Background: an optimization exercise with open tools, aiming at small area and a short achievable clock period. Do not read the settings as production practice.
The RTL was checked by simulation tests, not by an equivalence proof against the original design.

==> flow/design.v, too long to show whole: its modules and the start of the top module <==
// module DF_Fir_Tree: 933 lines
// module fir_fa: 6 lines
// module fir_ha: 6 lines
module DF_Fir_Tree (clk, clk_enable, reset, filter_in, filter_out);
  // ...
==> flow/run.sh <==
#!/bin/bash
# synth_recipe.tcl (not shown) runs the flow's synth.tcl, then flattens the netlist and writes it again
# the make line also repeats each setting of config.mk as NAME=value (left out here)
make -C /OpenROAD-flow-scripts/flow DESIGN_CONFIG=/design/flow/config.mk WORK_HOME=/design/flow/orfs CLKGATE_MAP_FILE= SYNTH_SCRIPT=/design/flow/synth_recipe.tcl finish
==> flow/config.mk <==
export PLATFORM = sky130hd
export DESIGN_NAME = DF_Fir_Tree
export DESIGN_NICKNAME = DF_Fir_Tree
export VERILOG_FILES = /design/flow/design.v
export SDC_FILE = /design/flow/constraint.sdc
export NUM_CORES = 4
export LEC_CHECK = 0
export CAP_MARGIN = 20
export CORE_MARGIN = 2
export CORE_UTILIZATION = 40
export PLACE_DENSITY = 0.6
export SLEW_MARGIN = 20
export SYNTH_HIERARCHICAL = 1
export SYNTH_MINIMUM_KEEP_SIZE = 0
==> flow/constraint.sdc <==
create_clock -name core_clock -period 13.0 [get_ports {clk}]
set_input_delay 2.6000 -clock core_clock [delete_from_list [all_inputs] [get_ports {clk}]]
set_output_delay 2.6000 -clock core_clock [all_outputs]
set_load 0.01 [all_outputs]
==> run summary, run 1 <==
Layout:
- The area growth from synthesis to layout is 10.4%.
- Leaving out fill and tap cells, the most frequent cell in the layout is sky130_fd_sc_hd__fa_1.
- The multi-input gate share of the layout cell area is 59.6%.
- The final layout contains about 2.3k nets.
- The multi-input logic cell count is 1209.
- The fraction of area in registers is 26.9%.
- The antenna diode count is 0.
- At the end of the flow the core is filled with cells to roughly 45%.
- The largest registers in the layout are output_register: 33 flops, Rc: 32 flops, Rs: 31 flops.

Run status:
- The flow ran to the end and the layout has no timing, DRC or antenna violations.

Place:
- The final estimated routing congestion in global placement is around 0.9.
- At the placement stage, the worst setup path has a slack of ~7400 ps.
- Input and output buffers added on the ports amount to a little over 50.

Yosys:
- The post-synthesis area per instance is 12.7 um2.
- Summing the areas of all fa, ha and maj instances in the mapped netlist gives a little over two fifths of the synthesized area.
- After synthesis, the share of cell area in mux cells is under 10%.

Setup path:
- The length in cells of the worst reg-to-reg path is 10.
- The largest stage delay on the critical path is around 860 ps.
- The element type at the critical path start is an input port.
- The endpoint type of the worst setup path is a register.

STA:
- Across all setup checks in the final design, the least slack found is between 8000 and 9000 ps.
- The worst pin sits at a relative slew slack of between 30% and 40%.
- The slew at the pin closest to its max-slew limit is 1000 ps.

Clock network:
- For this design, the sink count on the clock tree is ~260.
- The number of hold buffers added after CTS is 0.

Floorplanning:
- The effective utilization at floorplan is roughly two fifths.

Detailed routing:
- The count of nets left with antenna violations once routing finished came out at 0.
==> run 2: changes to the inputs <==
--- a/flow/config.mk
+++ b/flow/config.mk
@@ -7,3 +7,3 @@
 export LEC_CHECK = 0
-export CAP_MARGIN = 20
+export CAP_MARGIN = 50
 export CORE_MARGIN = 2
@@ -11,3 +11,3 @@
 export PLACE_DENSITY = 0.6
-export SLEW_MARGIN = 20
+export SLEW_MARGIN = 80
 export SYNTH_HIERARCHICAL = 1
==> run 2 against run 1 <==
Final cell count is 1.6% higher; utilization increased by 2.3 points; synthesized cell count unchanged; register-to-register slack gained 200 ps; area after synthesis is the same; critical path type is now reg2reg; largest cell class unchanged; highest routed layer unchanged.
==> run summary, run 2 <==
Place:
- The post-DP HPWL is 44500 um.
- The count of buffers from port buffering came to 51 (unchanged).
- The standard cell area after detailed placement is ~0.024 mm2.
- The count of placed standard cells including taps is between 2k and 2.5k.
- The final estimated routing congestion in global placement is 0.921 (unchanged).

STA:
- The final number of hold-violating endpoints was 0.
- Derived from the worst setup path, the maximum achievable clock frequency is 0.225 GHz.
- The share of the clock period used by the worst path after layout is 34.2%.
- The shortest period the worst path allows is roughly 4500 ps.
- Setup repair after global routing left no endpoint under its margin.
- The total negative slack for setup checks is 0 ps.
- The number of slew-limit violations in the final report is 0.
- The clock arrives with approximately 13 ps of skew.
- Setup violations remaining at the end of the flow were counted as 0.

Yosys:
- For this run, the number of Yosys warnings is 7.
- Synthesis produced a netlist whose cell count is approximately 1.7k.
- The most repeated cell in the gate-level netlist after synthesis is sky130_fd_sc_hd__fa_1.
- Synthesis instantiated 70 different standard cells from the library.
- The main combinational cell family by area after synthesis is adder cells.
- The commonest cells after synthesis are 401 x sky130_fd_sc_hd__fa_1, 226 x sky130_fd_sc_hd__dfrtp_1, 215 x sky130_fd_sc_hd__inv_1, 147 x sky130_fd_sc_hd__mux2_2, 115 x sky130_fd_sc_hd__nand2_1.
- The multiplexer area fraction after synthesis is 8.27% (unchanged).
- Summing the areas of all compound-gate instances in the mapped netlist gives between 7 and 8% of the synthesized area.
- The share of synthesized cell area in full adder, half adder and majority cells is 43.3% (unchanged).
- By area the synthesized netlist is led by sky130_fd_sc_hd__fa_1 37%, sky130_fd_sc_hd__dfrtp_1 26%, sky130_fd_sc_hd__mux2_2 7.6%.
- The simple-gate share of the synthesized area is under 10%.
- The sequential-to-total area share from yosys stat is 29.7%.
- The synthesized netlist occupies a cell area of 0.0218 mm2.
- The post-synthesis area per instance is 12.7 um2 (unchanged).
- The largest total area in the synthesized netlist belongs to sky130_fd_sc_hd__fa_1.
- The register bit count reported by yosys is approximately 260.
- The area fraction of the dominant cell type after synthesis is 36.8%.
- In this run, synthesis inferred 0 flip-flops with an integrated enable.
- The most instantiated flip-flop cell in the synthesis netlist is sky130_fd_sc_hd__dfrtp_1.
- Of the total synthesized cell area, the portion taken by XOR and XNOR cells is 1.84%.
- The share of synthesized registers carrying an async set or reset is between 90% and 100%.

Setup path:
- The element type at the critical path start is a register.
- In this run the critical register-to-register path is launched from pa[15].
- The setup check on the worst reg-to-reg path leaves a slack of around 8500 ps.
- The worst setup path is captured at a register.
- Data arrives at the worst endpoint at about 5000 ps.
- The worst register-to-register path ends at Rc[19].
- In this run the worst path has a maximum fanout of 6.
- Data on the critical path is required at its endpoint by about 13000 ps.
- The worst setup path is of the reg2reg kind.
- The length in cells of the worst reg-to-reg path is 11 (+1).

Worst hold path:
- The critical hold path startpoint is d2[5].
- The worst hold path terminates at d3[5].
- The worst hold path depth is 2.
- The tightest min-delay check is of the reg2reg type.

Layout:
- The layout-stage area growth over the synthesis result is 16.0%.
- The post-route netlist has about 23% of its cells at a drive strength greater than 1.
- The final instance area is 0.0253 mm2.
- Leaving out fill and tap cells, the most frequent cells in the layout are 401 x sky130_fd_sc_hd__fa_1, 210 x sky130_fd_sc_hd__inv_1, 147 x sky130_fd_sc_hd__mux2_2, 141 x sky130_fd_sc_hd__dfrtp_1, 115 x sky130_fd_sc_hd__nand2_1.
- The flip-flop count of the largest register, all copies and words added is 33.
- In the final layout, flip-flops and latches occupy roughly 0.0067 mm2.
- Leaving out filler cells and counting taps, the final layout contains ~2.5k.
- The number of nets in the layout came to 2342 (+1.6%).
- The largest registers in the layout are output_register: 33 flops, Rc: 32 flops, Rs: 31 flops.
- More flip-flops sit in one register than any other, and that register is output_register.
- In the final layout, the multi-input gates occupy 0.0147 mm2.
- The post-layout utilization of the core is 47.0% (+2.3 points).
- The final-layout fill cell count is 4752.
- The antenna diode count came to 0 (unchanged).
- Leaving out fill and tap cells, the most frequent cell in the layout is sky130_fd_sc_hd__fa_1.

Detailed routing:
- The starting DRC count in detailed routing is 920.
- Wires add up to approximately 56000 um.
- The routed layout has between 10k and 15k vias.
- In the routed design, unresolved DRC markers number 0.
- The count of TritonRoute iterations in the first routing pass is 4.
- The number of antenna-violating nets in the routed design was 0 (unchanged).
- The final routed wire length divided by cell count is about 22 um.
- The detailed-route vias per instance is roughly 5.2.

Clock network:
- The later pin in the worst-skew pair is clocked with a latency of ~590 ps.
- The cell sitting at the root of the clock tree is a sky130_fd_sc_hd__clkbuf_16.
- After clock tree synthesis, the clock-pin slew on the worst setup and hold paths is roughly 60 ps.
- The number of hold buffers added after CTS is 0 (unchanged).
- The maximum clock insertion buffer count is 3.
- The number of buffers created by CTS is 31.
- After clock tree synthesis, the repair step resized 0 gates.
- The total clock sinks was 258 (unchanged).
- After clock tree synthesis, the setup repair step added 0 buffers.
- TritonCTS built the clock tree.
- In this run the number of H-tree levels came out at 1.

Global routing:
- The number of antenna violations at the first check in global routing was 0.
- The via count of the first global-routing pass is 14.5k.
- After global routing the overflow that remains totals 0.
- The wire length of the first global-routing pass is 87100 um.
- The overall routing resource usage is between 20% and 30%.
- Entering global routing, the biggest net connects 41 pins.

Floorplanning:
- The effective utilization at floorplan came to 40.5% (unchanged).
- The row count is 85.
- The die footprint is between 0.05 and 0.06 mm2.
- The total area inside the core boundary comes to 0.0539 mm2.
- The die is approximately 240 um wide.
- During I/O placement, the number of pins put on the boundary was 52.
- The height of the chip is around 240 um.

Run:
- Across the run, the number of max-cap violations was 0.

Run status:
- The flow ran to the end and the layout has no timing, DRC or antenna violations.
-- run 2: cell counts after synthesis --
Identical to the previous run, type by type.
-- run 2: layer usage --
layer / wire [um] / GRT usage [%] / vias up
met1: 24400 / 28.6 / 6989
met3: 3030 / 2.79 / 80
met2: 26800 / 33.6 / 355
met5: 0 / 0 / -
li1: - / - / 5842
met4: 1420 / 5.22 / 0
-- run 2: logic make-up (layout without fill, tap and decap cells) --
| family | count (synthesis) | count (layout) |
|---|---|---|
| muxes | 162 | 162 |
| xor gates and xnor gates | 46 | 46 |
| and+or+nand+nor | 219 | 219 |
| adders and majority gates | 515 | 515 |
| AOI/OAI and AO/OA | 265 | 265 |
| other | 1 | 2 |
| buffers and inverters | 260 | 365 |
| DFF | 258 | 258 |
-- run 2: cell type report --
class / count / share of cell area [%]
multi-input cells: 1209 / 57.9
flip-flops and latches: 258 / 26.5
repair buffers: 93 / 4.83
clock buffers: 47 / 3.65
well taps: 696 / 3.44
inverters: 215 / 3.25
clock inverters: 10 / 0.430
-- run 2: worst max-delay path by stage --
stage | from | end | slack (ps) | cells after the start
3_5_place_dp | clk_enable | pa[3] | 8380 | 10
5_1_grt | pa[15] | Rc[19] | 8490 | 11
6_report | pa[15] | Rc[19] | 8550 | 11
4_1_cts | pa[15] | Rc[19] | 8570 | 11
2_1_floorplan | reset | Rc[10] | 3350 | 1
3_3_place_gp | clk_enable | pb[15] | 7440 | 6
-- run 2: per-stage QoR --
step	hold WS, ps	setup slack [ps]
final	474	8550
after global routing	499	8490
after CTS	479	8570
after detailed placement	465	8380
after global placement	459	7440
after floorplan	449	3350
-- run 2: Yosys stat by module, one instance, submodules excluded --
module       copies in the design  flops+latches  cell area (um2)
fir_ha                         11              0             12.5
DF_Fir_Tree                     1            258            13700
fir_fa                        398              0             20.0
-- run 2: worst max-delay path: stages, from the launching register on --
cell and delay (ps):
sky130_fd_sc_hd__dfrtp_4 560, sky130_fd_sc_hd__fa_1 610, sky130_fd_sc_hd__fa_1 440, sky130_fd_sc_hd__fa_1 490, sky130_fd_sc_hd__inv_1 50, sky130_fd_sc_hd__fa_1 470
sky130_fd_sc_hd__inv_1 60, sky130_fd_sc_hd__fa_1 360, sky130_fd_sc_hd__inv_1 90, sky130_fd_sc_hd__fa_1 480, sky130_fd_sc_hd__fa_1 440, sky130_fd_sc_hd__mux2_2 270
==> run 3: changes to the inputs <==
--- a/flow/config.mk
+++ b/flow/config.mk
@@ -7,7 +7,8 @@
 export LEC_CHECK = 0
-export CAP_MARGIN = 50
+export CAP_MARGIN = 20
 export CORE_MARGIN = 2
 export CORE_UTILIZATION = 40
+export CTS_BUF_LIST = sky130_fd_sc_hd__clkbuf_8
 export PLACE_DENSITY = 0.6
-export SLEW_MARGIN = 80
+export SLEW_MARGIN = 60
 export SYNTH_HIERARCHICAL = 1
==> run 3 against run 2 <==
Still clean; worst hold slack better by 3.4 ps; global-route usage decreased by 0.088 points; critical path depth up 1; maximum frequency shrank 2.0%; clock skew up 15 ps; area after synthesis did not move; critical endpoint unchanged.
==> run summary, run 3 <==
Layout:
- The library cells used most frequently in the layout, excluding fill and tap cells, are 401 x sky130_fd_sc_hd__fa_1, 229 x sky130_fd_sc_hd__inv_1, 189 x sky130_fd_sc_hd__dfrtp_1, 147 x sky130_fd_sc_hd__mux2_2, 115 x sky130_fd_sc_hd__nand2_1.
- The number of nets in the layout is 2330 (-0.51%).
- Leaving out fill and tap cells, the most frequent cell in the layout is sky130_fd_sc_hd__fa_1.
- The antenna diode count came to 0 (unchanged).
- The area taken by multi-input logic gates was 0.0144 mm2 (-2.0%).
- The register with the most flip-flops in the final layout is output_register.
- The sequential cell area is 0.00654 mm2 (-2.7%).
- The flip-flop count of the largest register, all copies and words added is 33 (unchanged).
- The proportion of layout cells with a drive suffix above 1 came to 17.8% (-4.7 points).
- The layout-stage area growth over the synthesis result is 11.6%.
- The post-layout utilization of the core was 45.2% (-1.8 points).
- In the final layout, the registers with the most flip-flops are output_register: 33 flops, Rc: 32 flops, Rs: 31 flops.
- The final-layout fill cell count is 4865 (+2.4%).

Yosys:
- The most instantiated flip-flop cell in the synthesis netlist is sky130_fd_sc_hd__dfrtp_1.
- The sequential-to-total area share from yosys stat was 29.7% (unchanged).
- The share of synthesized registers carrying an async set or reset is 100% (unchanged).
- Yosys attributes the largest share of cell area to sky130_fd_sc_hd__fa_1 37%, sky130_fd_sc_hd__dfrtp_1 26%, sky130_fd_sc_hd__mux2_2 7.6%.
- The netlist area before placement is 0.0218 mm2 (unchanged).
- The synthesized instance count is 1726 (unchanged).
- The area fraction of the dominant cell type after synthesis was 36.8% (unchanged).
- The post-synthesis area per instance is 12.7 um2 (unchanged).
- The commonest cells after synthesis are 401 x sky130_fd_sc_hd__fa_1, 226 x sky130_fd_sc_hd__dfrtp_1, 215 x sky130_fd_sc_hd__inv_1, 147 x sky130_fd_sc_hd__mux2_2, 115 x sky130_fd_sc_hd__nand2_1.
- The count of warnings emitted by yosys is 7 (unchanged).
- The register bit count reported by yosys is 258 (unchanged).
- The number of synthesized flops with an enable pin was 0 (unchanged).
- The most repeated cell in the gate-level netlist after synthesis is sky130_fd_sc_hd__fa_1.
- The cell taking the most area after synthesis is sky130_fd_sc_hd__fa_1.
- The distinct cell type count of the synthesized netlist came to 70 (unchanged).

Clock network:
- The count of instances resized after the clock tree is built is 0 (unchanged).
- The number of H-tree branching levels is 2 (+1).
- The number of hold buffers added after CTS is 0 (unchanged).
- The clock-pin slew on the worst setup and hold paths is 60 ps (about the same).
- The maximum clock insertion buffer count came to 3 (unchanged).
- The total clock sinks is 258 (unchanged).
- The number of setup buffers added after CTS is 0 (unchanged).
- The root buffer cell is sky130_fd_sc_hd__clkbuf_8.
- The latest clock arrival within the worst-skew pair is 630 ps (+40 ps).
- TritonCTS built the clock tree.
- The number of buffers created by CTS is 48 (+55%).

STA:
- The share of the clock period used by the worst path after layout came to 34.9% (+0.69 points).
- Setup repair after global routing left no endpoint under its margin.
- The achievable frequency is 0.220 GHz (-2.0%).
- The relative slew slack is 60.9%.
- The number of slew-limit violations in the final report is 0 (unchanged).
- The final number of hold-violating endpoints is 0 (unchanged).
- For the pin with the worst max-slew slack, the measured transition is 586 ps.
- The shortest period the worst path allows is 4540 ps (+89.8 ps).
- The total negative slack for setup checks is 0 ps (unchanged).
- The total of endpoints with negative setup slack in the final report came to 0 (unchanged).
- The setup clock skew after layout was 27.9 ps (+15.1 ps).

Run status:
- The run finished with no timing, DRC or antenna violations.

Place:
- The count of buffers from port buffering is 51 (unchanged).
- The post-DP HPWL was 42700 um (-3.9%).
- The final estimated routing congestion in global placement is 0.921 (unchanged).

Setup path:
- The end of the worst register-to-register path is Rc[19].
- Among cell families on the critical path, the largest total delay comes from adder cells.
- The most frequent cell on the critical path is sky130_fd_sc_hd__fa_1.
- The startpoint of the most critical register-to-register path is d0[8].
- STA classifies the critical path startpoint as a register.
- The endpoint type of the worst setup path is a register.
- The largest stage delay on the critical path came to 560 ps (-50 ps).
- The data arrival time of the critical path is 5040 ps (+130 ps).
- The register-to-register setup slack was 8460 ps (-90 ps).
- The total number of cells along the worst setup path is 12 (+1).
- The length in cells of the worst reg-to-reg path was 12 (+1).
- The maximum net fanout on the critical path is 5 (-1).
- The signal on the critical path passes through inv_1 > ha_1 > fa_1 > fa_1 > inv_1 > fa_1 > inv_1 > fa_1 > inv_1 > fa_1 > fa_1 > mux2_2.
- The number of buffers and inverters on the critical path is 4 (+1).
- The worst endpoint required time is 13500 ps (+40 ps).
- The cell with the largest stage delay on the worst path is sky130_fd_sc_hd__dfrtp_1.
- The path type of the worst setup path is reg2reg.

Floorplanning:
- The height of the chip came to 238 um (unchanged).
- The effective utilization at floorplan is 40.5% (unchanged).
- The number of primary I/O pins came to 52 (unchanged).
- The core area came to 0.0539 mm2 (unchanged).
- The die boundary width came to 238 um (unchanged).
- The row count is 85 (unchanged).
- The die footprint was 0.0565 mm2 (unchanged).

Worst hold path:
- The tightest min-delay check is of the reg2reg type.
- The worst hold path terminates at d3[5].
- The critical hold path startpoint is d2[5].
- The worst hold path depth was 2 (unchanged).

Global routing:
- The residual overflow from global routing is 0 (unchanged).
- The number of antenna violations at the first check in global routing is 0 (unchanged).
- The via count of the first global-routing pass is 14.5k (+0.083%).
- The overall routing resource usage is 20.3% (-0.088 points).
- The pin count of the biggest net entering global routing came to 91 (+120%).
- The wire length of the first global-routing pass is 85800 um (-1.4%).

Detailed routing:
- The number of antenna-violating nets in the routed design was 0 (unchanged).
- The detailed-route vias per instance is 5.24 (about the same).
- The count of vias placed by the detailed router is 13.3k (-0.045%).
- The final wirelength is 55300 um (-0.58%).
- The starting DRC count in detailed routing is 918 (-0.22%).
- The count of unresolved DRC violations after routing is 0 (unchanged).
- The final routed wire length divided by cell count was 21.8 um (-0.62%).
- The count of TritonRoute iterations in the first routing pass is 5 (+1).

Run:
- The max-capacitance violation count was 0 (unchanged).
-- run 3: per-layer routing --
layer | track usage (%) | up-vias | wire length [um]
li1 | - | 5854 | -
met4 | 6.84 | 0 | 1790
met5 | 0 | - | 0
met1 | 27.1 | 6933 | 24000
met3 | 5.20 | 94 | 3520
met2 | 32.4 | 379 | 25900
-- run 3: Yosys stat by module (local to each module, per instance) --
module       copies in the design  cells
fir_fa                        398      1
DF_Fir_Tree                     1   1317
fir_ha                         11      1
-- run 3: final cells by class --
| cell class | instances | area share, % |
|---|---|---|
| clock buffers | 61 | 3.44 |
| inverters | 215 | 3.38 |
| clock inverters | 26 | 0.580 |
| well taps | 696 | 3.57 |
| multi-input cells | 1209 | 58.9 |
| flip-flops and latches | 258 | 26.8 |
| repair buffers | 64 | 3.26 |
-- run 3: metrics by stage --
stage | hold slack (ps) | instance area (um2) | cells | setup WS [ps]
3_3_place_gp | 459 | 23100 | 2434 | 7440
4_1_cts | 483 | 24200 | 2524 | 8370
6_report | 478 | 24400 | 2529 | 8460
5_1_grt | 497 | 24400 | 2529 | 8330
3_5_place_dp | 470 | 23300 | 2437 | 8340
2_1_floorplan | 449 | 21800 | 1727 | 3350
-- run 3: cells by family (layout without fill, tap and decap cells) --
family	Yosys count	after routing	synth area share [%]
AO/OA/AOI/OAI	265	265	7.78
AND/OR/NAND/NOR	219	219	4.57
buffers and inverters	260	366	4.50
XOR/XNOR	46	46	1.84
other	1	2	0.0172
multiplexers	162	162	8.27
adder cells (fa/ha/maj)	515	515	43.3
flip-flops	258	258	29.7
-- run 3: worst register-to-register path: cells and delay by family, from the launching register on --
kind | cells | cell delay, ps
mux | 1 | 270
flops | 1 | 560
buf+inv | 4 | 470
fa+ha+maj | 7 | 3130
-- run 3: worst max path at each step --
stage,slack (ps),endpoint,startpoint
detailed placement,8340,pb[16],clk_enable
CTS,8370,Rc[19],d0[9]
floorplan,3350,Rc[10],reset
global route,8330,Rc[19],d0[8]
global placement,7440,pb[15],clk_enable
finish,8460,Rc[19],d0[8]
==> run 4: changes to the inputs <==
--- a/flow/config.mk
+++ b/flow/config.mk
@@ -10,3 +10,3 @@
 export CORE_UTILIZATION = 40
-export CTS_BUF_LIST = sky130_fd_sc_hd__clkbuf_8
+export CTS_BUF_LIST = sky130_fd_sc_hd__clkbuf_4
 export PLACE_DENSITY = 0.6
==> run 4 against run 3 <==
Via count grew 1.9%; non-clock buffer count stayed put; area after synthesis is the same; utilization about the same; register-to-register slack got worse by 96 ps; sequential cell count stayed put; worst setup slack got worse by 96 ps; count of clock-buffer cells in the layout rose by 53; worst hold slack gained 2.8 ps; still clean.
==> run summary, run 4 <==
Run status:
- The flow ran to the end and the layout has no timing, DRC or antenna violations.

Global routing:
- The overall routing resource usage was 20.6% (+0.23 points).
- The residual overflow from global routing is 0 (unchanged).
- The pin count of the biggest net entering global routing is 91 (unchanged).
- The number of antenna violations at the first check in global routing is 1 (+1).
- The wire length of the first global-routing pass is 86800 um (+1.1%).
- The via count of the first global-routing pass is 14.7k (+1.6%).

STA:
- The setup clock skew after layout was 49.8 ps (+21.9 ps).
- The share of the clock period used by the worst path after layout came to 35.7% (+0.74 points).
- The shortest period the worst path allows is 4640 ps (+95.8 ps).
- The number of slew-limit violations in the final report came to 0 (unchanged).
- The final number of hold-violating endpoints is 0 (unchanged).
- The achievable frequency is 0.216 GHz (-2.1%).
- The slew at the pin closest to its max-slew limit is 573 ps (-13.0 ps).
- The relative slew slack came to 61.8% (+0.86 points).
- Setup repair after global routing left no endpoint under its margin.
- The total of endpoints with negative setup slack in the final report is 0 (unchanged).
- The total negative slack for setup checks is 0 ps (unchanged).

Clock network:
- The maximum clock insertion buffer count is 3 (unchanged).
- The number of setup buffers added after CTS is 0 (unchanged).
- The number of H-tree branching levels was 3 (+1).
- The count of instances resized after the clock tree is built was 0 (unchanged).
- The tree is rooted in a sky130_fd_sc_hd__clkbuf_4.
- The total clock sinks was 258 (unchanged).
- The TritonCTS clock tree is done.
- The latest clock arrival within the worst-skew pair is 830 ps (+200 ps).
- The number of hold buffers added after CTS is 0 (unchanged).
- The number of buffers created by CTS is 74 (+54%).
- The clock-pin slew on the worst setup and hold paths came to 70 ps (about the same).

Setup path:
- Grouping stages by cell kind, the critical path spends the most delay in adder cells.
- The worst register-to-register path ends at Rc[19].
- The length in cells of the worst reg-to-reg path was 10 (-2).
- The data arrival time of the critical path is 5330 ps (+290 ps).
- The most critical setup path has its startpoint at d0[9].
- The endpoint of the worst setup timing path is Rc[19].
- STA classifies the critical path endpoint as a register.
- The path type of the worst setup path is reg2reg.
- The most numerous cell type found on the critical path is sky130_fd_sc_hd__fa_1.
- The maximum net fanout on the critical path is 6 (+1).
- The total number of cells along the worst setup path is 10 (-2).
- The register-to-register setup slack is 8360 ps (-100 ps).
- The signal on the critical path passes through inv_1 > ha_1 > fa_1 > fa_1 > fa_1 > fa_1 > inv_1 > fa_1 > fa_1 > mux2_2.
- The element type at the critical path start is a register.
- The worst register-to-register path begins at d0[9].
- The worst endpoint required time was 13690 ps (+190 ps).
- The number of buffers and inverters on the critical path was 2 (-2).
- The cell with the largest stage delay on the worst path is sky130_fd_sc_hd__dfrtp_1.
- The largest stage delay on the critical path is 700 ps (+140 ps).

Layout:
- The post-layout utilization of the core is 45.2% (about the same).
- More flip-flops sit in one register than any other, and that register is output_register.
- The number of nets in the layout is 2356 (+1.1%).
- The sequential cell area is 0.00654 mm2 (about the same).
- The flip-flop count of the largest register, all copies and words added is 33 (unchanged).
- The largest registers in the layout are output_register: 33 flops, Rc: 32 flops, Rs: 31 flops.
- The library cells used most frequently in the layout, excluding fill and tap cells, are 401 x sky130_fd_sc_hd__fa_1, 213 x sky130_fd_sc_hd__inv_1, 190 x sky130_fd_sc_hd__dfrtp_1, 147 x sky130_fd_sc_hd__mux2_2, 115 x sky130_fd_sc_hd__nand2_1.
- The area taken by multi-input logic gates is 0.0144 mm2 (unchanged).
- The layout-stage area growth over the synthesis result is 11.6% (about the same).
- The proportion of layout cells with a drive suffix above 1 is 20.2% (+2.3 points).
- The final-layout fill cell count came to 4899 (+0.70%).
- The library cell used most frequently in the layout, excluding fill and tap cells, is sky130_fd_sc_hd__fa_1.

Yosys:
- By instance count, the leading cell after synthesis is sky130_fd_sc_hd__fa_1.
- The compound-cell area share of the yosys netlist is 7.78% (unchanged).
- After synthesis, the most frequently instantiated cells are 401 x sky130_fd_sc_hd__fa_1, 226 x sky130_fd_sc_hd__dfrtp_1, 215 x sky130_fd_sc_hd__inv_1, 147 x sky130_fd_sc_hd__mux2_2, 115 x sky130_fd_sc_hd__nand2_1.
- The sequential-to-total area share from yosys stat is 29.7% (unchanged).
- The distinct cell type count of the synthesized netlist was 70 (unchanged).
- The count of warnings emitted by yosys is 7 (unchanged).
- After synthesis, the largest family of logic cells by area is adder cells.
- The synthesized instance count is 1726 (unchanged).
- The cell taking the most area after synthesis is sky130_fd_sc_hd__fa_1.
- The register bit count reported by yosys is 258 (unchanged).
- The number of synthesized flops with an enable pin came to 0 (unchanged).
- The simple-gate share of the synthesized area is 4.57% (unchanged).
- The post-synthesis area per instance is 12.7 um2 (unchanged).
- The netlist area before placement was 0.0218 mm2 (unchanged).
- The multiplexer area fraction after synthesis came to 8.27% (unchanged).
- The most instantiated flip-flop cell in the synthesis netlist is sky130_fd_sc_hd__dfrtp_1.
- Ranked by total cell area, the synthesized netlist is headed by sky130_fd_sc_hd__fa_1 37%, sky130_fd_sc_hd__dfrtp_1 26%, sky130_fd_sc_hd__mux2_2 7.6%.
- The xor/xnor cell area share of the yosys netlist came to 1.84% (unchanged).
- The share of synthesized cell area in full adder, half adder and majority cells is 43.3% (unchanged).
- The area fraction of the dominant cell type after synthesis is 36.8% (unchanged).
- The share of synthesized registers carrying an async set or reset came to 100% (unchanged).

Worst hold path:
- The critical hold path startpoint is d2[5].
- The min-delay analysis places its worst path in the category reg2reg.

Floorplanning:
- The core area is 0.0539 mm2 (unchanged).
- The die boundary width is 238 um (unchanged).
- The die footprint is 0.0565 mm2 (unchanged).
- The height of the chip is 238 um (unchanged).
- The effective utilization at floorplan is 40.5% (unchanged).
- The row count is 85 (unchanged).
- The number of primary I/O pins is 52 (unchanged).

Detailed routing:
- The starting DRC count in detailed routing is 962 (+4.8%).
- The count of unresolved DRC violations after routing is 0 (unchanged).
- The count of vias placed by the detailed router came to 13.5k (+1.9%).
- The number of antenna-violating nets in the routed design is 0 (unchanged).
- The final routed wire length divided by cell count was 21.5 um (-1.7%).
- The count of TritonRoute iterations in the first routing pass was 4 (-1).
- The detailed-route vias per instance is 5.25 (about the same).
- The final wirelength is 55300 um (+0.18%).

Place:
- The final estimated routing congestion in global placement is 0.921 (unchanged).
- The count of buffers from port buffering is 51 (unchanged).
- The post-DP HPWL is 42700 um (unchanged).

Run:
- The max-capacitance violation count came to 0 (unchanged).
run 4: area by class of cell:
cell class              count  share of cell area [%]
inverters                 215                    3.38
flip-flops and latches    258                    26.8
well taps                 696                    3.57
multi-input cells        1209                    59.0
diodes                      1                  0.0103
repair buffers             64                    3.23
clock inverters            19                   0.529
clock buffers             114                    3.51
run 4: through the flow:
stage               instances  instance area (um2)  setup WS, ps  hold slack [ps]
floorplan                1727                21800          3350              449
global placement         2434                23100          7440              459
detailed placement       2437                23300          8340              470
CTS                      2570                24200          8380              486
global route             2576                24400          8260              501
finish                   2576                24400          8360              481
run 4: per-module statistics from Yosys, one instance, submodules excluded:
module	flip-flops and latches	times used
DF_Fir_Tree	258	1
fir_ha	0	11
fir_fa	0	398
run 4: metal layers:
| metal | GRT usage [%] | vias up | part of all wire, % | wire length, um |
|---|---|---|---|---|
| li1 | - | 5937 | - | - |
| met1 | 28.1 | 7086 | 44 | 24600 |
| met2 | 32.7 | 384 | 47 | 26100 |
| met3 | 3.75 | 109 | 5.4 | 3010 |
| met4 | 8.00 | 0 | 2.9 | 1620 |
| met5 | 0 | - | 0 | 0 |
run 4: cells by family after synthesis:
group,Yosys count
AOI/OAI and AO/OA,265
other,1
adders and majority gates,515
DFF,258
xor gates and xnor gates,46
buffers and inverters,260
and+or+nand+nor,219
muxes,162
run 4: worst min path at each step:
stage	to	depth (start not counted)
floorplan	d3[15]	2
global placement	d3[5]	2
detailed placement	d3[5]	2
CTS	d3[5]	2
global route	d3[5]	2
finish	d3[5]	2
run 4: tightest hold or removal path, delay by kind of cell (launching register included):
kind               cells  cell delay, ps
DFF                    1             340
AOI/OAI and AO/OA      1              60
and+or+nand+nor        1              50
==> run 5: changes to the inputs <==
--- a/flow/config.mk
+++ b/flow/config.mk
@@ -10,3 +10,2 @@
 export CORE_UTILIZATION = 40
-export CTS_BUF_LIST = sky130_fd_sc_hd__clkbuf_4
 export PLACE_DENSITY = 0.6
==> run 5 against run 4 <==
Still clean; register-to-register slack improved by 140 ps; worst setup slack better by 140 ps; cell area grew 0.13%; routed wire length is 1.1% lower; largest cell class unchanged; utilization grew 0.058 points; sequential share of layout area barely moved; sequential cell count unchanged.
==> run summary, run 5 <==
Run status:
- The run finished with no timing, DRC or antenna violations.

STA:
- The total of endpoints with negative setup slack in the final report is 0 (unchanged).
- The achievable frequency is 0.222 GHz (+3.0%).
- Setup repair after global routing left no endpoint under its margin.
- The share of the clock period used by the worst path after layout is 34.6% (-1.1 points).
- The setup slack after layout is 8500 ps (+137 ps).
- The slew at the pin closest to its max-slew limit came to 583 ps (+9.23 ps).
- The relative slew slack is 61.2% (-0.61 points).
- The setup clock skew after layout came to 21.2 ps (-28.6 ps).
- The number of slew-limit violations in the final report is 0 (unchanged).
- The final number of hold-violating endpoints came to 0 (unchanged).
- The shortest period the worst path allows is 4500 ps (-137 ps).
- The total negative slack for setup checks is 0 ps (unchanged).

Setup path:
- The largest stage delay on the critical path is 550 ps (-150 ps).
- The gate family responsible for the most delay along the worst path is adder cells.
- The worst endpoint required time is 13470 ps (-220 ps).
- The cell with the largest stage delay on the worst path is sky130_fd_sc_hd__dfrtp_1.
- The number of buffers and inverters on the critical path is 4 (+2).
- Traced cell by cell, the critical path runs through inv_1 > ha_1 > fa_1 > fa_1 > inv_1 > fa_1 > inv_1 > fa_1 > inv_1 > fa_1 > fa_1 > mux2_2.
- The path type of the worst setup path is reg2reg.
- The worst setup path is launched from a register.
- The data arrival time of the critical path was 4970 ps (-360 ps).
- The endpoint type of the worst setup path is a register.
- The maximum net fanout on the critical path came to 5 (-1).
- The cell that appears most often on the critical path is sky130_fd_sc_hd__fa_1.

Clock network:
- The TritonCTS clock tree is done.
- The maximum clock insertion buffer count is 3 (unchanged).
- The number of hold buffers added after CTS is 0 (unchanged).
- The total clock sinks came to 258 (unchanged).
- The latest clock arrival within the worst-skew pair is 590 ps (-240 ps).
- The number of buffers created by CTS is 30 (-59%).
- The number of H-tree branching levels is 1 (-2).
- The clock-pin slew on the worst setup and hold paths came to 60 ps (about the same).
- The root buffer cell is sky130_fd_sc_hd__clkbuf_16.
- The number of setup buffers added after CTS was 0 (unchanged).
- The count of instances resized after the clock tree is built is 0 (unchanged).

Detailed routing:
- The met3 layer wire length in the routed design is 3510 um (+17%).
- The count of TritonRoute iterations in the first routing pass is 4 (unchanged).
- The final routed wire length divided by cell count is 21.9 um (+2.0%).
- The final wirelength is 54700 um (-1.1%).
- The wire length on met1 is 23700 um (-3.4%).
- The detailed route wirelength on metal2 is 25600 um (-2.1%).
- The highest metal layer carrying signal wires in the routed design is met4.
- The count of vias placed by the detailed router came to 13.1k (-3.4%).
- The detailed-route vias per instance is 5.23 (-0.39%).
- The count of unresolved DRC violations after routing is 0 (unchanged).
- The number of antenna-violating nets in the routed design is 0 (unchanged).
- The starting DRC count in detailed routing was 943 (-2.0%).

Floorplanning:
- The die footprint is 0.0565 mm2 (unchanged).
- The number of primary I/O pins is 52 (unchanged).
- The effective utilization at floorplan is 40.5% (unchanged).
- The die boundary width is 238 um (unchanged).
- The height of the chip came to 238 um (unchanged).
- The row count came to 85 (unchanged).
- The core area is 0.0539 mm2 (unchanged).

Place:
- The post-DP HPWL was 42700 um (unchanged).
- The standard cell area after detailed placement was 0.0233 mm2 (unchanged).
- The worst slack at placement was 8340 ps (unchanged).
- The count of buffers from port buffering is 51 (unchanged).
- The final estimated routing congestion in global placement is 0.921 (unchanged).

Layout:
- The number of nets in the layout was 2312 (-1.9%).
- The library cells used most frequently in the layout, excluding fill and tap cells, are 401 x sky130_fd_sc_hd__fa_1, 213 x sky130_fd_sc_hd__inv_1, 189 x sky130_fd_sc_hd__dfrtp_1, 147 x sky130_fd_sc_hd__mux2_2, 115 x sky130_fd_sc_hd__nand2_1.
- The flip-flop count of the largest register, all copies and words added is 33 (unchanged).
- The final instance area is 0.0244 mm2 (+0.13%).
- Counting flops per register, the top entry is output_register.
- The antenna diode count is 0 (-1).
- The largest registers in the layout are output_register: 33 flops, Rc: 32 flops, Rs: 31 flops.
- The library cell used most frequently in the layout, excluding fill and tap cells, is sky130_fd_sc_hd__fa_1.
- The post-layout utilization of the core is 45.3% (+0.058 points).
- The proportion of layout cells with a drive suffix above 1 is 16.8% (-3.4 points).
- Relative to the synthesized area, the layout overhead comes to 11.8%.

Global routing:
- The number of antenna violations at the first check in global routing is 0 (-1).
- The wire length of the first global-routing pass is 85100 um (-2.0%).
- The pin count of the biggest net entering global routing was 91 (unchanged).
- The residual overflow from global routing came to 0 (unchanged).
- The overall routing resource usage is 20.1% (-0.52 points).
- The via count of the first global-routing pass is 14.3k (-2.9%).

Worst hold path:
- In this run the worst hold path is classified as reg2reg.

Yosys:
- The commonest cells after synthesis are 401 x sky130_fd_sc_hd__fa_1, 226 x sky130_fd_sc_hd__dfrtp_1, 215 x sky130_fd_sc_hd__inv_1, 147 x sky130_fd_sc_hd__mux2_2, 115 x sky130_fd_sc_hd__nand2_1.
- The post-synthesis area per instance is 12.7 um2 (unchanged).
- The distinct cell type count of the synthesized netlist is 70 (unchanged).
- The share of synthesized registers carrying an async set or reset is 100% (unchanged).
- Among all flip-flop cells after synthesis, the most frequent one is sky130_fd_sc_hd__dfrtp_1.
- The netlist area before placement is 0.0218 mm2 (unchanged).
- In the post-synthesis netlist, the biggest area contributors are sky130_fd_sc_hd__fa_1 37%, sky130_fd_sc_hd__dfrtp_1 26%, sky130_fd_sc_hd__mux2_2 7.6%.
- The register bit count reported by yosys is 258 (unchanged).
- The sequential-to-total area share from yosys stat came to 29.7% (unchanged).
- The count of warnings emitted by yosys is 7 (unchanged).
- Among all cell types in the netlist, the one instantiated most often is sky130_fd_sc_hd__fa_1.
- The number of synthesized flops with an enable pin is 0 (unchanged).
- The synthesized design spends more area on one cell type than any other, namely sky130_fd_sc_hd__fa_1.
- The synthesized instance count is 1726 (unchanged).
- The area fraction of the dominant cell type after synthesis is 36.8% (unchanged).

Run:
- The max-capacitance violation count is 0 (unchanged).
[run 5: changes by cell type in the layout (fill, tap and decap cells not counted), sizes merged]
cell / before / now
clkbuf: 114 / 43
clkinv: 13 / 6
inv: 219 / 216
bufinv: 2 / 4
clkinvlp: 0 / 2
diode: 1 / 0
[run 5: worst register-to-register path, stage by stage (launching register included)]
cell and delay [ps]:
sky130_fd_sc_hd__dfrtp_1 550, sky130_fd_sc_hd__inv_1 280, sky130_fd_sc_hd__ha_1 380, sky130_fd_sc_hd__fa_1 440, sky130_fd_sc_hd__fa_1 540, sky130_fd_sc_hd__inv_1 50
sky130_fd_sc_hd__fa_1 470, sky130_fd_sc_hd__inv_1 60, sky130_fd_sc_hd__fa_1 360, sky130_fd_sc_hd__inv_1 80, sky130_fd_sc_hd__fa_1 470, sky130_fd_sc_hd__fa_1 440
sky130_fd_sc_hd__mux2_2 270
[run 5: layout make-up]
type / instances / area, um2
multi-input cells: 1209 / 14400
clock buffers: 43 / 851
clock inverters: 13 / 174
repair buffers: 64 / 779
fillers: 4845 / 29500
inverters: 215 / 823
well taps: 696 / 871
flip-flops and latches: 258 / 6540
[run 5: per-layer routing]
layer | up-vias | global-route usage, %
li1 | 5798 | -
met1 | 6796 | 27.2
met2 | 361 | 32.0
met3 | 100 | 4.44
met4 | 0 | 6.73
met5 | - | 0
[run 5: metrics by stage]
stage / hold slack [ps] / std cells
floorplan: 449 / 1727
global placement: 459 / 2434
CTS: 483 / 2493
detailed placement: 470 / 2437
finish: 478 / 2498
global route: 498 / 2498
[run 5: path summary, 6_finish.rpt]
check                           slack (ps)  depth (start not counted)  startpoint  endpoint
worst min-delay path                   480                          2       d2[5]     d3[5]
min in group asynchronous             2510                          2       reset    d5[13]
max in group asynchronous             9590                          4       reset     Rs[4]
worst min register to register         480                          2       d2[5]     d3[5]
worst max-delay path                  8500                         12       d0[8]    Rc[19]
worst max register to register        8500                         12       d0[8]    Rc[19]
[run 5: Yosys stat by module (local to each module, per instance)]
module | area, um2 | copies in the design | cells inside | flops+latches
fir_fa | 20.0 | 398 | 1 | 0
DF_Fir_Tree | 13700 | 1 | 1317 | 258
fir_ha | 12.5 | 11 | 1 | 0
[run 5: kinds of logic (layout without fill, tap and decap cells)]
group                    Yosys count  in the layout  share of synthesized area [%]
adder cells (fa/ha/maj)          515            515                           43.3
AO/OA/AOI/OAI                    265            265                           7.78
buffers and inverters            260            335                           4.50
flip-flops                       258            258                           29.7
AND/OR/NAND/NOR                  219            219                           4.57
multiplexers                     162            162                           8.27
XOR/XNOR                          46             46                           1.84
other                              1              2                         0.0172
==> run 6: changes to the inputs <==
--- a/flow/config.mk
+++ b/flow/config.mk
@@ -9,4 +9,4 @@
 export CORE_MARGIN = 2
-export CORE_UTILIZATION = 40
-export PLACE_DENSITY = 0.6
+export CORE_UTILIZATION = 65
+export PLACE_DENSITY = 0.75
 export SLEW_MARGIN = 60
==> run 6 against run 5 <==
Routed wire length decreased by 2.6%; first-iteration DRC count decreased by 1.9%; area after synthesis unchanged; die area shrank 38%; non-clock buffer count is 4 lower; count of clock-buffer cells in the layout grew 7; highest routed layer unchanged.
==> run summary, run 6 <==
Detailed routing:
- The starting DRC count in detailed routing is 925 (-1.9%).
- The count of TritonRoute iterations in the first routing pass is 5 (+1).
- The number of antenna-violating nets in the routed design is 0 (unchanged).
- The final routed wire length divided by cell count is 23.7 um (+8.3%).
- The final wirelength is 53300 um (-2.6%).
- The detailed-route vias per instance is 5.97 (+14%).
- The count of vias placed by the detailed router was 13.4k (+2.6%).
- The count of unresolved DRC violations after routing is 0 (unchanged).

Global routing:
- The fraction of met2 tracks used by global routing is 50.6% (+19 points).
- The via count of the first global-routing pass is 14.6k (+2.4%).
- The residual overflow from global routing came to 0 (unchanged).
- The overall routing resource usage came to 32.2% (+12 points).
- The number of antenna violations at the first check in global routing was 1 (+1).
- The wire length of the first global-routing pass is 84400 um (-0.73%).
- The met3 layer usage reported by global route was 8.86% (+4.4 points).
- The pin count of the biggest net entering global routing was 127 (+40%).
- The met1 track demand over resource in global routing is 44.8% (+18 points).
- After global routing, the most crowded layer is met2.

Clock network:
- In this run the clock root is driven by a sky130_fd_sc_hd__clkbuf_16.
- The clock-pin slew on the worst setup and hold paths came to 70 ps (about the same).
- The maximum clock insertion buffer count was 3 (unchanged).
- The number of H-tree branching levels is 1 (unchanged).
- The total clock sinks is 258 (unchanged).
- The latest clock arrival within the worst-skew pair is 580 ps (about the same).
- The count of instances resized after the clock tree is built was 0 (unchanged).
- TritonCTS built the clock tree.
- The number of buffers created by CTS is 30 (unchanged).
- The number of hold buffers added after CTS is 0 (unchanged).
- The number of setup buffers added after CTS is 0 (unchanged).

Floorplanning:
- The effective utilization at floorplan is 65.6% (+25 points).
- The number of primary I/O pins was 52 (unchanged).
- The height of the chip was 187 um (-21%).
- The die footprint is 0.0351 mm2 (-38%).
- The row count is 67 (-21%).
- The die boundary width was 187 um (-21%).
- The core area is 0.0333 mm2 (-38%).

Setup path:
- Among the stages of the critical path, the cell type that occurs most often is sky130_fd_sc_hd__fa_1.
- The total number of cells along the worst setup path is 12 (unchanged).
- The largest stage delay on the critical path is 560 ps (about the same).
- The critical path is of the reg2reg type.
- The data arrival time of the critical path is 4980 ps (about the same).
- The maximum net fanout on the critical path is 5 (unchanged).
- The number of buffers and inverters on the critical path is 4 (unchanged).
- The worst setup path is launched from a register.
- STA classifies the critical path endpoint as a register.
- Traced cell by cell, the critical path runs through inv_1 > ha_1 > fa_1 > fa_1 > inv_1 > fa_1 > inv_1 > fa_1 > inv_1 > fa_1 > fa_1 > mux2_2.
- The length in cells of the worst reg-to-reg path was 12 (unchanged).
- The kind of cell with the highest combined delay along the critical path is adder cells.
- The worst endpoint required time is 13440 ps (-30 ps).
- Among all stages on the critical path, the largest delay is contributed by sky130_fd_sc_hd__dfrtp_1.

Yosys:
- The most repeated cell in the gate-level netlist after synthesis is sky130_fd_sc_hd__fa_1.
- The most instantiated flip-flop cell in the synthesis netlist is sky130_fd_sc_hd__dfrtp_1.
- The area fraction of the dominant cell type after synthesis was 36.8% (unchanged).
- The share of synthesized registers carrying an async set or reset came to 100% (unchanged).
- The distinct cell type count of the synthesized netlist is 70 (unchanged).
- By count the netlist is led by 401 x sky130_fd_sc_hd__fa_1, 226 x sky130_fd_sc_hd__dfrtp_1, 215 x sky130_fd_sc_hd__inv_1, 147 x sky130_fd_sc_hd__mux2_2, 115 x sky130_fd_sc_hd__nand2_1.
- The sequential-to-total area share from yosys stat is 29.7% (unchanged).
- The post-synthesis area per instance is 12.7 um2 (unchanged).
- The cell taking the most area after synthesis is sky130_fd_sc_hd__fa_1.
- By area the synthesized netlist is led by sky130_fd_sc_hd__fa_1 37%, sky130_fd_sc_hd__dfrtp_1 26%, sky130_fd_sc_hd__mux2_2 7.6%.
- The netlist area before placement is 0.0218 mm2 (unchanged).
- The count of warnings emitted by yosys is 7 (unchanged).
- The synthesized instance count is 1726 (unchanged).
- The number of synthesized flops with an enable pin is 0 (unchanged).
- The register bit count reported by yosys is 258 (unchanged).

Worst hold path:
- The worst hold path depth is 2 (unchanged).
- The class of the tightest hold or removal check is reg2reg.

Layout:
- The register containing the most flip-flops in the final layout is output_register.
- The antenna diode count is 0 (unchanged).
- The flip-flop count of the largest register, all copies and words added is 33 (unchanged).
- The largest registers in the layout are output_register: 33 flops, Rc: 32 flops, Rs: 31 flops.
- The proportion of layout cells with a drive suffix above 1 is 16.5% (-0.35 points).
- The layout-stage area growth over the synthesis result is 9.93%.
- The top cell types in the final layout, fill and taps aside, are 401 x sky130_fd_sc_hd__fa_1, 213 x sky130_fd_sc_hd__inv_1, 192 x sky130_fd_sc_hd__dfrtp_1, 147 x sky130_fd_sc_hd__mux2_2, 115 x sky130_fd_sc_hd__nand2_1.
- The most frequent standard cell in the layout excluding fill and tap cells is sky130_fd_sc_hd__fa_1.
- The number of nets in the layout is 2308 (-0.17%).

STA:
- The shortest period the worst path allows came to 4530 ps (+31.8 ps).
- The final number of hold-violating endpoints is 0 (unchanged).
- The relative slew slack was 62.2% (+1.1 points).
- The total of endpoints with negative setup slack in the final report is 0 (unchanged).
- Setup repair after global routing left no endpoint under its margin.
- The achievable frequency is 0.221 GHz (-0.70%).
- The number of slew-limit violations in the final report is 0 (unchanged).
- The total negative slack for setup checks is 0 ps (unchanged).
- The slew at the pin closest to its max-slew limit is 566 ps (-16.3 ps).
- The setup clock skew after layout is 26.5 ps (+5.29 ps).
- The share of the clock period used by the worst path after layout is 34.9% (+0.24 points).

Place:
- The final estimated routing congestion in global placement came to 0.993 (+7.8%).
- The count of buffers from port buffering came to 51 (unchanged).
- The post-DP HPWL is 41700 um (-2.4%).

Run status:
- The run finished with no timing, DRC or antenna violations.

Run:
- The max-capacitance violation count was 0 (unchanged).
## run 6: layout make-up
cell class	count	area (um2)
Multi-Input combinational cell	1209	14400
Fill cell	2312	9270
Sequential cell	258	6540
Clock buffer	50	946
Inverter	215	836
Timing Repair Buffer	60	683
Tap cell	448	561
Clock inverter	6	76.3
## run 6: final timing paths
path	startpoint	end	slack, ps
max in group asynchronous	reset	Rc[21]	9540
setup reg to reg	d0[8]	Rc[19]	8470
hold / removal	d2[15]	d3[15]	490
min in group asynchronous	reset	d4[12]	2570
setup / recovery	d0[8]	Rc[19]	8470
hold reg to reg	d2[15]	d3[15]	490
## run 6: Yosys stat by module, one instance, submodules excluded
module	flip-flops and latches	cells
fir_ha	0	1
DF_Fir_Tree	258	1317
fir_fa	0	1
## run 6: routing by layer
| layer | wire, um | up-vias |
|---|---|---|
| li1 | - | 5802 |
| met3 | 4430 | 101 |
| met1 | 22400 | 7004 |
| met5 | 0 | - |
| met4 | 1600 | 0 |
| met2 | 24900 | 493 |
## run 6: metrics by stage
step / cells / hold slack, ps / cell area [um2] / utilization, % / setup WS, ps
floorplan: 1727 / 449 / 21800 / - / 3350
global placement: 2186 / 464 / 22800 / 68.5 / 8320
detailed placement: 2189 / 472 / 22900 / 68.9 / 8500
CTS: 2245 / 486 / 24000 / 72.0 / 8440
global route: 2246 / 503 / 24000 / 72.2 / 8390
finish: 2246 / 486 / 24000 / 72.2 / 8470
## run 6: cells by family after synthesis
family | after synthesis | synth area share, %
and+or+nand+nor | 219 | 4.57
adders and majority gates | 515 | 43.3
AOI/OAI and AO/OA | 265 | 7.78
muxes | 162 | 8.27
xor gates and xnor gates | 46 | 1.84
DFF | 258 | 29.7
other | 1 | 0.0172
buffers and inverters | 260 | 4.50
## run 6: worst min-delay path, delay by kind of cell (launching register included)
family / cells / cell delay, ps
AO/OA/AOI/OAI: 1 / 60
flip-flops: 1 / 340
AND/OR/NAND/NOR: 1 / 50

## afterwards: timing with drivers on the ports
In the flow no input, the clock included, has a driving cell. The finished layouts below were timed again as built, in two steps.
Step 1, drivers: a clkbuf_16 drives clk and a buf_2 each remaining input, both assumed.
Step 2, shift: input delay + t, output delay - t, t = (earliest + latest rising clock arrival at the registers) / 2. This alone moves slack from input paths to output paths.
Three values: ideal, step 1, step 2; two values: the first two.
run | shift t [ns] | setup slack, ns | worst register clock-pin slew, ns
run 1 | 0.632 | 8.014 / 8.023 / 7.391 | 0.06 / 0.06
run 2 | 0.639 | 8.549 / 8.549 / 8.338 | 0.07 / 0.07
run 3 | 0.664 | 8.459 / 8.459 / 8.349 | 0.07 / 0.07
run 4 | 0.851 | 8.363 / 8.363 / 8.330 | 0.08 / 0.08
run 5 | 0.633 | 8.500 / 8.500 / 8.331 | 0.06 / 0.06
run 6 | 0.622 | 8.468 / 8.468 / 8.468 | 0.07 / 0.07
After both steps every run listed still meets setup and hold. The setup slack of run 1, which loses most, moves by +0.009 ns with the drivers and by -0.623 ns with both steps.
